Background: an optimization exercise with open tools, aiming at small area, a short achievable clock period and few clock cycles per item. Do not read the settings as production practice.
RTL that was checked went through simulation tests only; none was proved equivalent to the original.

==> flow/design.v (excerpt) <==
module FPU(
input [31:0] Data1,
input [31:0] Data2,
input Clock,
input Reset,
input In_Data_Valid,
input Op,
output reg [31:0] Data_Out,
output reg Out_Data_Valid
);
reg [31:0] a0;
reg [31:23] b0;
reg [23:0] ab0;
reg mz2_0, andz0;
reg [11:0] one0, two0, neg0;
reg b23_0, ha0;
reg op0;
wire [25:0] be = {1'b0, |Data2[30:23], Data2[22:0], 1'b0};
integer i;
reg [2:0] vp;
always @(posedge Clock) begin
	a0 <= Data1;
	b0 <= Data2[31:23];
	op0 <= Op;
	ha0 <= |Data1[30:23];
	ab0 <= Op ? {|Data1[30:23], Data1[22:0]} : {|Data2[30:23], Data2[22:0]};
	mz2_0 <= ~|Data2[22:0];
	andz0 <= ~|(Data1[30:0] & Data2[30:0]);
	b23_0 <= Op & (|Data2[30:23]);
	for (i = 0; i < 12; i = i + 1) begin
		one0[i] <= Op & (be[2*i+1] ^ be[2*i]);
		two0[i] <= Op & ((be[2*i+2] & ~be[2*i+1] & ~be[2*i]) | (~be[2*i+2] & be[2*i+1] & be[2*i]));
		neg0[i] <= Op & be[2*i+2];
	end
end
always @(posedge Clock)
if (Reset) begin
	vp <= 3'd0;
	Out_Data_Valid <= 1'b0;
end else begin
	vp <= {vp[1:0], In_Data_Valid};
	Out_Data_Valid <= vp[2];
end
wire s1 = a0[31];
wire s2 = b0[31];
wire [7:0] e1 = a0[30:23];
wire [7:0] e2 = b0[30:23];
wire [23:0] MA = {ha0, a0[22:0]};
wire [23:0] MB = ab0;    
wire addm = ~op0;
wire swap = {e2, ab0[22:0]} > a0[30:0];
wire ge = e1 >= e2;
wire [7:0] d = ge ? (e1 - e2) : (e2 - e1);
  ...
For scale: roughly 3000 cells after synthesis, about 100 I/O pins.
clock: 15.0 ns
lec_check: 0
cap_margin: 20
core_margin: 2
core_utilization: 55
cts_cluster_diameter: 120
cts_cluster_size: 28
place_density: 0.65
slew_margin: 20
synth_hierarchical: 1
synth_minimum_keep_size: 0
tns_end_percent: 5
standard.sh (not shown) runs the stock make flow with config.mk's settings and CLKGATE_MAP_FILE= SYNTH_SCRIPT=/design/flow/synth_recipe.tcl, a recipe that flattens the netlist after the stock synthesis.
==> flow/flow/run.sh <==
#!/bin/bash
set -euo pipefail
bash standard.sh SETUP_SLACK_MARGIN=10.9 REMOVE_ABC_BUFFERS=1 'BUFFER_PORTS_ARGS=-buffer_cell sky130_fd_sc_hd__buf_1' finish > standard.log 2>&1
The starting point finished clean.
Testbench counts at the start, summed over its fixed seeds: cycles 14,231, items 8,000.
Rerun with:
==> flow/flow/run.sh (replaced) <==
#!/bin/bash
set -euo pipefail
bash standard.sh SETUP_SLACK_MARGIN=10.9 'BUFFER_PORTS_ARGS=-buffer_cell sky130_fd_sc_hd__buf_1' finish > standard.log 2>&1
Settings changed: CORE_UTILIZATION 55 to 60, CTS_CLUSTER_DIAMETER 120 to 110, CTS_CLUSTER_SIZE 28 to 30, PLACE_DENSITY 0.65 to 0.68.
What happened: The changed run went through all stages and came out clean; worst setup slack gets worse by 51 ps; via count stays flat; utilization rose by 5.5 points; sequential share of layout area increases by 0.26 points.
Rerun with:
Settings changed: CORE_UTILIZATION 60 to 62, CTS_CLUSTER_DIAMETER 110 to 120, CTS_CLUSTER_SIZE 30 to 28, PLACE_DENSITY 0.68 to 0.75.
After rerunning: Non-clock buffer count rises by 28. Area after synthesis does not change.
Rerun with:
==> flow/flow/run.sh (replaced) <==
#!/bin/bash
set -euo pipefail
bash standard.sh SETUP_SLACK_MARGIN=10.6 'BUFFER_PORTS_ARGS=-buffer_cell sky130_fd_sc_hd__buf_1' finish > standard.log 2>&1
Settings changed: CORE_UTILIZATION 62 to 55, PLACE_DENSITY 0.75 to 0.65.
Effect: Non-clock buffer count falls by 31. Global-route usage falls by 3.7 points. Count of clock-buffer cells in the layout rises by 2. Via count falls by about 3.7%. Final cell count rises by 1.5%. Worst setup slack is worse by 240 ps. Cell area falls by about 2.8%. Fmax falls by 5.3%. Synthesized cell count does not change.
Rerun with:
==> flow/flow/run.sh (replaced) <==
#!/bin/bash
set -euo pipefail
bash standard.sh SETUP_SLACK_MARGIN=10.9 'BUFFER_PORTS_ARGS=-buffer_cell sky130_fd_sc_hd__buf_1' finish > standard.log 2>&1
Effect:
- The new run produced a clean layout
- non-clock buffer count rises by 21
- hold slack is better by 6.0 ps
- routed wire length went up by 2.8%
- area after synthesis is unchanged
- core utilization climbs by 1.2 points
- critical path depth goes up by 1

The RTL this note starts from:
==> flow/design.v <==
module FPU(
input [31:0] Data1,
input [31:0] Data2,
input Clock,
input Reset,
input In_Data_Valid,
input Op,
output reg [31:0] Data_Out,
output reg Out_Data_Valid
);
reg [31:0] a0, b0;
reg op0;
reg v0, v1;
always @(posedge Clock) begin
	a0 <= Data1;
	b0 <= Data2;
	op0 <= Op;
end
always @(posedge Clock)
if (Reset) begin
	v0 <= 1'b0;
	v1 <= 1'b0;
	Out_Data_Valid <= 1'b0;
end else begin
	v0 <= In_Data_Valid;
	v1 <= v0;
	Out_Data_Valid <= v1;
end
wire s1 = a0[31];
wire s2 = b0[31];
wire [7:0] e1 = a0[30:23];
wire [7:0] e2 = b0[30:23];
wire [22:0] m1 = a0[22:0];
wire [22:0] m2 = b0[22:0];
wire [47:0] prod = {|e1, m1} * {|e2, m2};
wire [9:0] expm = {2'b00, e1} + {2'b00, e2} - 10'd127;
wire nzand = (|a0[30:0]) & (|b0[30:0]);
wire andz = ~|(a0[30:0] & b0[30:0]);
wire swap = b0[30:0] > a0[30:0];
wire [30:0] lg = swap ? b0[30:0] : a0[30:0];
wire [30:0] sm = swap ? a0[30:0] : b0[30:0];
wire sgnR = swap ? s2 : s1;
wire [7:0] eL = lg[30:23];
wire [7:0] eS = sm[30:23];
wire [23:0] ML = {|eL, lg[22:0]};
wire [23:0] MS = {|eS, sm[22:0]};
wire [7:0] d = eL - eS;
wire [23:0] MSs = MS >> d;
wire sub = s1 ^ s2;
wire [24:0] mant = sub ? ({1'b0, ML} - {1'b0, MSs}) : ({1'b0, ML} + {1'b0, MSs});
wire ff1 = &e1;
wire ff2 = &e2;
wire mz1 = ~|m1;
wire mz2 = ~|m2;
wire z1 = ~|a0[30:0];
wire z2 = ~|b0[30:0];
wire nan = (ff1 & ~mz1) | (ff2 & ~mz2);
wire inf1 = ff1 & mz1;
wire inf2 = ff2 & mz2;
wire efa = nan | (inf1 & inf2 & sub);
wire efm = nan | (z1 & inf2) | (z2 & inf1);
reg [47:0] x1;
reg [9:0] base1;
reg op1, sg1, ef1, nzand1, andz1, e254_1;
always @(posedge Clock) begin
	x1 <= op0 ? prod : {mant, 23'b0};
	base1 <= op0 ? expm : {2'b00, eL};
	op1 <= op0;
	sg1 <= op0 ? (s1 ^ s2) : sgnR;
	ef1 <= op0 ? efm : efa;
	nzand1 <= nzand;
	andz1 <= andz;
	e254_1 <= (eL == 8'd254);
end
wire [9:0] bp1 = base1 + 10'd1;
wire neg = bp1[9];
wire [24:0] lzin = x1[47:23] | ((!neg && bp1 <= 10'd24) ? (25'h1000000 >> bp1[4:0]) : 25'd0);
reg [4:0] cnt;
integer i;
always @(*) begin
	cnt = 5'd25;
	for (i = 0; i < 25; i = i + 1)
		if (lzin[i]) cnt = 5'd24 - i[4:0];
end
wire [47:0] shl = x1 << cnt;
wire zeroM = ~|x1[47:23];
wire [9:0] et = bp1 - {5'd0, cnt};
wire OFm = !et[9] && (et[8:0] >= 9'd255);
wire OFa = zeroM ? e254_1 : (et[8:0] == 9'd255);
wire OF = op1 ? OFm : OFa;
wire [22:0] mres = (OF || neg || cnt == 5'd25 || (op1 && andz1)) ? 23'd0 : shl[46:24];
wire [7:0] eres = OF ? 8'hFF :
                  (op1 ? ((nzand1 && !neg) ? et[7:0] : 8'd0)
                       : (zeroM ? 8'd0 : et[7:0]));
always @(posedge Clock)
	Data_Out <= ef1 ? 32'hFFFFFFFF : {sg1, eres, mres};
endmodule
export LEC_CHECK = 0
export ABC_CLOCK_PERIOD_IN_PS = 4000
export CAP_MARGIN = 20
export CORE_MARGIN = 2
export CORE_UTILIZATION = 40
export PLACE_DENSITY = 0.6
export SLEW_MARGIN = 20
create_clock -name core_clock -period 15.0 [get_ports {Clock}]
run.sh (not shown) runs the stock make flow with config.mk's settings and CLKGATE_MAP_FILE= SYNTH_SCRIPT=/design/flow/synth_recipe.tcl, a recipe that flattens the netlist after the stock synthesis.
Stock flow here: none of the scripts above is used.
Edit:
Settings changed: ABC_CLOCK_PERIOD_IN_PS 4000 to not set.
Sequential share of layout area does not change.
Maximum frequency does not change.
Non-clock buffer count is unchanged.
Die area stays the same.
Wire length is unchanged.
Flip-flop and latch count stays the same.
Final area is unchanged.
Function was not checked in any run of this note: the RTL went through the layout flow alone.

job 4479:
FPU with an RTL version that a note above also has.
Size in the first run: roughly 320 flip-flops, ~100 I/O pins, about 0.031 sq mm of cells after synthesis.
export LEC_CHECK = 0
export CAP_MARGIN = 20
export CORE_MARGIN = 2
export CORE_UTILIZATION = 62
export CTS_CLUSTER_DIAMETER = 120
export CTS_CLUSTER_SIZE = 28
export PLACE_DENSITY = 0.7
export SLEW_MARGIN = 20
export SYNTH_HIERARCHICAL = 1
export SYNTH_MINIMUM_KEEP_SIZE = 0
export TNS_END_PERCENT = 5
create_clock -name core_clock -period 15.0 [get_ports {Clock}]
standard.sh (not shown) runs the stock make flow with config.mk's settings and CLKGATE_MAP_FILE= SYNTH_SCRIPT=/design/flow/synth_recipe.tcl, a recipe that flattens the netlist after the stock synthesis.
==> flow/flow/run.sh <==
#!/bin/bash
set -euo pipefail
bash standard.sh SETUP_SLACK_MARGIN=10.85 'BUFFER_PORTS_ARGS=-buffer_cell sky130_fd_sc_hd__buf_1' finish > standard.log 2>&1
Testbench counts of job 4479, summed over its fixed seeds: cycles 14,231, items 8,000.
--- input diff job 4479..job 1723 ---
==> flow/flow/run.sh <==
#!/bin/bash
set -euo pipefail
bash standard.sh SETUP_SLACK_MARGIN=10.9 'BUFFER_PORTS_ARGS=-buffer_cell sky130_fd_sc_hd__buf_1' finish > standard.log 2>&1
-- flow/config.mk --
<<< job 4479, line 15
export SYNTH_HIERARCHICAL = 1
export SYNTH_MINIMUM_KEEP_SIZE = 0
export TNS_END_PERCENT = 5
>>> job 1723, line 15
export SYNTH_HIERARCHICAL = 1
export SYNTH_MINIMUM_KEEP_SIZE = 0
export TNS_END_PERCENT = 20
Findings:
Relative to job 4479, synthesis-to-layout area growth increased by 2.4 points in job 1723.
Summary of job 1723 over job 4479: flop-to-flop setup slack went down 0.03 ns; wire length on met3 increased by 2300 um relative to the old numbers; sequential cell count of the final layout ~0 delta; core utilization of the finished layout shows an increase of 1.5 points.
Diff job 4479 -> job 1723: clock-buffer cell count now sits higher.
Compare job 1723 and job 4479 | cell count higher: job 1723
#### Input delta (job 8318 over job 1723)
==> flow/flow/run.sh <==
#!/bin/bash
set -euo pipefail
bash standard.sh SETUP_SLACK_MARGIN=10.95 'BUFFER_PORTS_ARGS=-buffer_cell sky130_fd_sc_hd__buf_1' finish > standard.log 2>&1
-- flow/config.mk --
<<< job 1723, line 15
export SYNTH_HIERARCHICAL = 1
export SYNTH_MINIMUM_KEEP_SIZE = 0
export TNS_END_PERCENT = 20
>>> job 8318, line 15
export SYNTH_HIERARCHICAL = 1
export SYNTH_MINIMUM_KEEP_SIZE = 0
export TNS_END_PERCENT = 5
[summary]
Route | job 8318 vs job 1723 | wire shorter in job 8318
Final area essentially unchanged between job 8318 and job 1723.
Share of the cycle needed by the critical path after routing down 0.38 points in job 8318 wrt job 1723
Job 8318 against job 1723: number of clock buffers inserted by TritonCTS moved up; length of routed met3 wiring moved down.
| layout filler cell count | job 8318 vs job 1723 | 0.46% higher |
Modified inputs, job 3498 compared to job 8318
==> flow/flow/run.sh <==
#!/bin/bash
set -euo pipefail
bash standard.sh SETUP_SLACK_MARGIN=11.0 'BUFFER_PORTS_ARGS=-buffer_cell sky130_fd_sc_hd__buf_1' finish > standard.log 2>&1
Results
Job 3498 closes out successfully: all stages finished, all timing, DRC and antenna checks passed.
Job 3498 -> job 8318: number of diodes delta 0, exact match
The run with more routed wire is job 3498, not job 8318.
Looking at worst-path cell with the longest stage delay, the mux4_2 result is from job 3498; the dfxtp_4 one comes from job 8318.
Relative to job 8318, the number of antenna violations at the first check in global routing of job 3498 is higher by 4.
Job 3498: met2 track demand over resource in global routing is 1.0 points higher than what job 8318 reported.
Delta (job 3498 minus job 8318): final cell count held steady, area of the mapped netlist held steady, post-route clock period utilization held steady.
Between job 3498 and job 8318, it is job 3498 whose depth of the worst register-to-register path is lower, by 2.

Another version of the RTL of FPU (not shown whole).
Size in the first run: ~3000 cells after synthesis, roughly 340 flip-flops, about 100 I/O pins, roughly 31000 um2 of cells after synthesis.
clock: 15.0 ns
lec_check: 0
cap_margin: 20
core_margin: 2
core_utilization: 60
cts_cluster_diameter: 110
cts_cluster_size: 30
place_density: 0.68
slew_margin: 20
synth_hierarchical: 1
synth_minimum_keep_size: 0
tns_end_percent: 5
==> flow/flow/run.sh <==
#!/bin/bash
set -euo pipefail
bash standard.sh SETUP_SLACK_MARGIN=10.9 'BUFFER_PORTS_ARGS=-buffer_cell sky130_fd_sc_hd__buf_1' finish > standard.log 2>&1
The first run went through all stages and came out clean.
Then changed:
--- a/flow/config.mk
+++ b/flow/config.mk
@@ -10,4 +10,4 @@
-export CORE_UTILIZATION = 60
-export CTS_CLUSTER_DIAMETER = 110
-export CTS_CLUSTER_SIZE = 30
-export PLACE_DENSITY = 0.68
+export CORE_UTILIZATION = 62
+export CTS_CLUSTER_DIAMETER = 120
+export CTS_CLUSTER_SIZE = 28
+export PLACE_DENSITY = 0.7
The new run produced a clean layout.
Sequential share of layout area barely changes.
Synthesized area does not change.
Clock skew went up by 0.016 ns.
No run of this note included a check of the RTL's function; only the layout flow was run.

FPU, a different RTL version from the one above (not shown whole).
Size in the first run: ~3,000 cells after synthesis, roughly 320 flip-flops, roughly 100 I/O pins.
## FPU
module FPU(
input [31:0] Data1,
input [31:0] Data2,
input Clock,
input Reset,
input In_Data_Valid,
input Op,
output reg [31:0] Data_Out,
output reg Out_Data_Valid
);
Settings: LEC_CHECK=0, CAP_MARGIN=20, CORE_MARGIN=2, CORE_UTILIZATION=62, CTS_CLUSTER_DIAMETER=120, CTS_CLUSTER_SIZE=28, PLACE_DENSITY=0.7, SLEW_MARGIN=20, SYNTH_HIERARCHICAL=1, SYNTH_MINIMUM_KEEP_SIZE=0, TNS_END_PERCENT=20; clock period 15.0 ns.
==> flow/flow/run.sh <==
#!/bin/bash
set -euo pipefail
bash standard.sh SETUP_SLACK_MARGIN=11.0 'BUFFER_PORTS_ARGS=-buffer_cell sky130_fd_sc_hd__buf_1' finish > standard.log 2>&1
The baseline completed without violations.
Change:
==> flow/flow/run.sh (replaced) <==
#!/bin/bash
set -euo pipefail
bash standard.sh SETUP_SLACK_MARGIN=10.9 'BUFFER_PORTS_ARGS=-buffer_cell sky130_fd_sc_hd__buf_1' finish > standard.log 2>&1
- TNS_END_PERCENT: 20 -> 5
The changed run completed with no timing, DRC or antenna violations.
Via count fell by a few percent.
Sequential share of layout area rises by 0.50 points.
Register-to-register slack is worse by 60 ps.
Change:
- PLACE_DENSITY: 0.7 -> 0.75
- setup slack improved by 88 ps
- cell area hardly moves
- synthesized area stays the same
- count of clock-buffer cells in the layout rose by 1
Function was not checked in any run of this note: the RTL went through the layout flow alone.

Another version of the RTL of FPU (not shown whole).
Size in the first run: ~2900 cells after synthesis, about 100 I/O pins, roughly 30000 um^2 of cells after synthesis.
clock: 15.0 ns
lec_check: 0
cap_margin: 20
core_margin: 2
core_utilization: 55
place_density: 0.65
slew_margin: 20
synth_hierarchical: 1
synth_minimum_keep_size: 0
==> flow/flow/run.sh <==
#!/bin/bash
set -euo pipefail
bash standard.sh SETUP_SLACK_MARGIN=11.2 finish > standard.log 2>&1
Next try:
==> flow/flow/run.sh (replaced) <==
#!/bin/bash
set -euo pipefail
bash standard.sh SETUP_SLACK_MARGIN=10.9 'BUFFER_PORTS_ARGS=-buffer_cell sky130_fd_sc_hd__buf_1' finish > standard.log 2>&1
--- a/flow/config.mk
+++ b/flow/config.mk
@@ -14,0 +15 @@
+export TNS_END_PERCENT = 5
What happened: Non-clock buffer count decreases by 105; count of clock-buffer cells in the layout fell by 3; area after synthesis is unchanged; wire length decreases by 11%; die area is unchanged; via count fell by 4.9%; sequential share of layout area goes up by 0.97 points.
No functional check of the RTL was part of any run of this note.

[re-timing with driven ports]
The flow's constraints put no driver on any port. The routed layouts listed below were extracted and timed again, unchanged, in two steps.
Step 1, drivers: a clkbuf_16 drives Clock and a buf_2 each remaining input, both assumed.
Step 2 times the ports against the registers' clock, not the clock port: input delays grow and output delays shrink by t, the midpoint of the rising clock arrivals with the driver on.
Slacks: ideal ports / drivers / drivers and shift; pairs: ideal ports / drivers.
run	t (ns)	setup WS [ns]	clock arrival spread, ns
the first run of note 1	0.620	10.799 / 10.799 / 10.475	0.024 / 0.024
the second run of note 1	0.608	10.749 / 10.749 / 10.580	0.030 / 0.030
the third run of note 1	0.608	10.768 / 10.768 / 10.585	0.040 / 0.040
the fourth run of note 1	0.600	10.532 / 10.532 / 10.532	0.031 / 0.032
the fifth run of note 1	0.601	10.809 / 10.809 / 10.532	0.033 / 0.032
the first run of note 2	0.569	4.676 / 4.676 / 4.676	0.040 / 0.040
the second run of note 2	0.569	4.676 / 4.676 / 4.676	0.040 / 0.040
job 4479	0.595	10.845 / 10.845 / 10.654	0.031 / 0.031
job 1723	0.604	10.820 / 10.820 / 10.338	0.034 / 0.034
job 8318	0.597	10.877 / 10.877 / 10.551	0.026 / 0.026
job 3498	0.617	10.865 / 10.865 / 10.550	0.055 / 0.055
the first run of note 4	0.619	10.847 / 10.835 / 10.735	0.018 / 0.017
the second run of note 4	0.611	10.876 / 10.866 / 10.722	0.032 / 0.033
the first run of note 5	0.599	10.866 / 10.860 / 10.540	0.034 / 0.034
the second run of note 5	0.599	10.802 / 10.802 / 10.663	0.033 / 0.032
the third run of note 5	0.615	10.890 / 10.859 / 10.633	0.032 / 0.032
the first run of note 6	0.653	10.899 / 10.899 / 10.657	0.032 / 0.033
the second run of note 6	0.641	10.859 / 10.859 / 10.498	0.031 / 0.031
After both steps every run listed still meets setup and hold. The setup slack of job 1723, which loses most, moves by 0.000 ns with the drivers and by -0.482 ns with both steps.
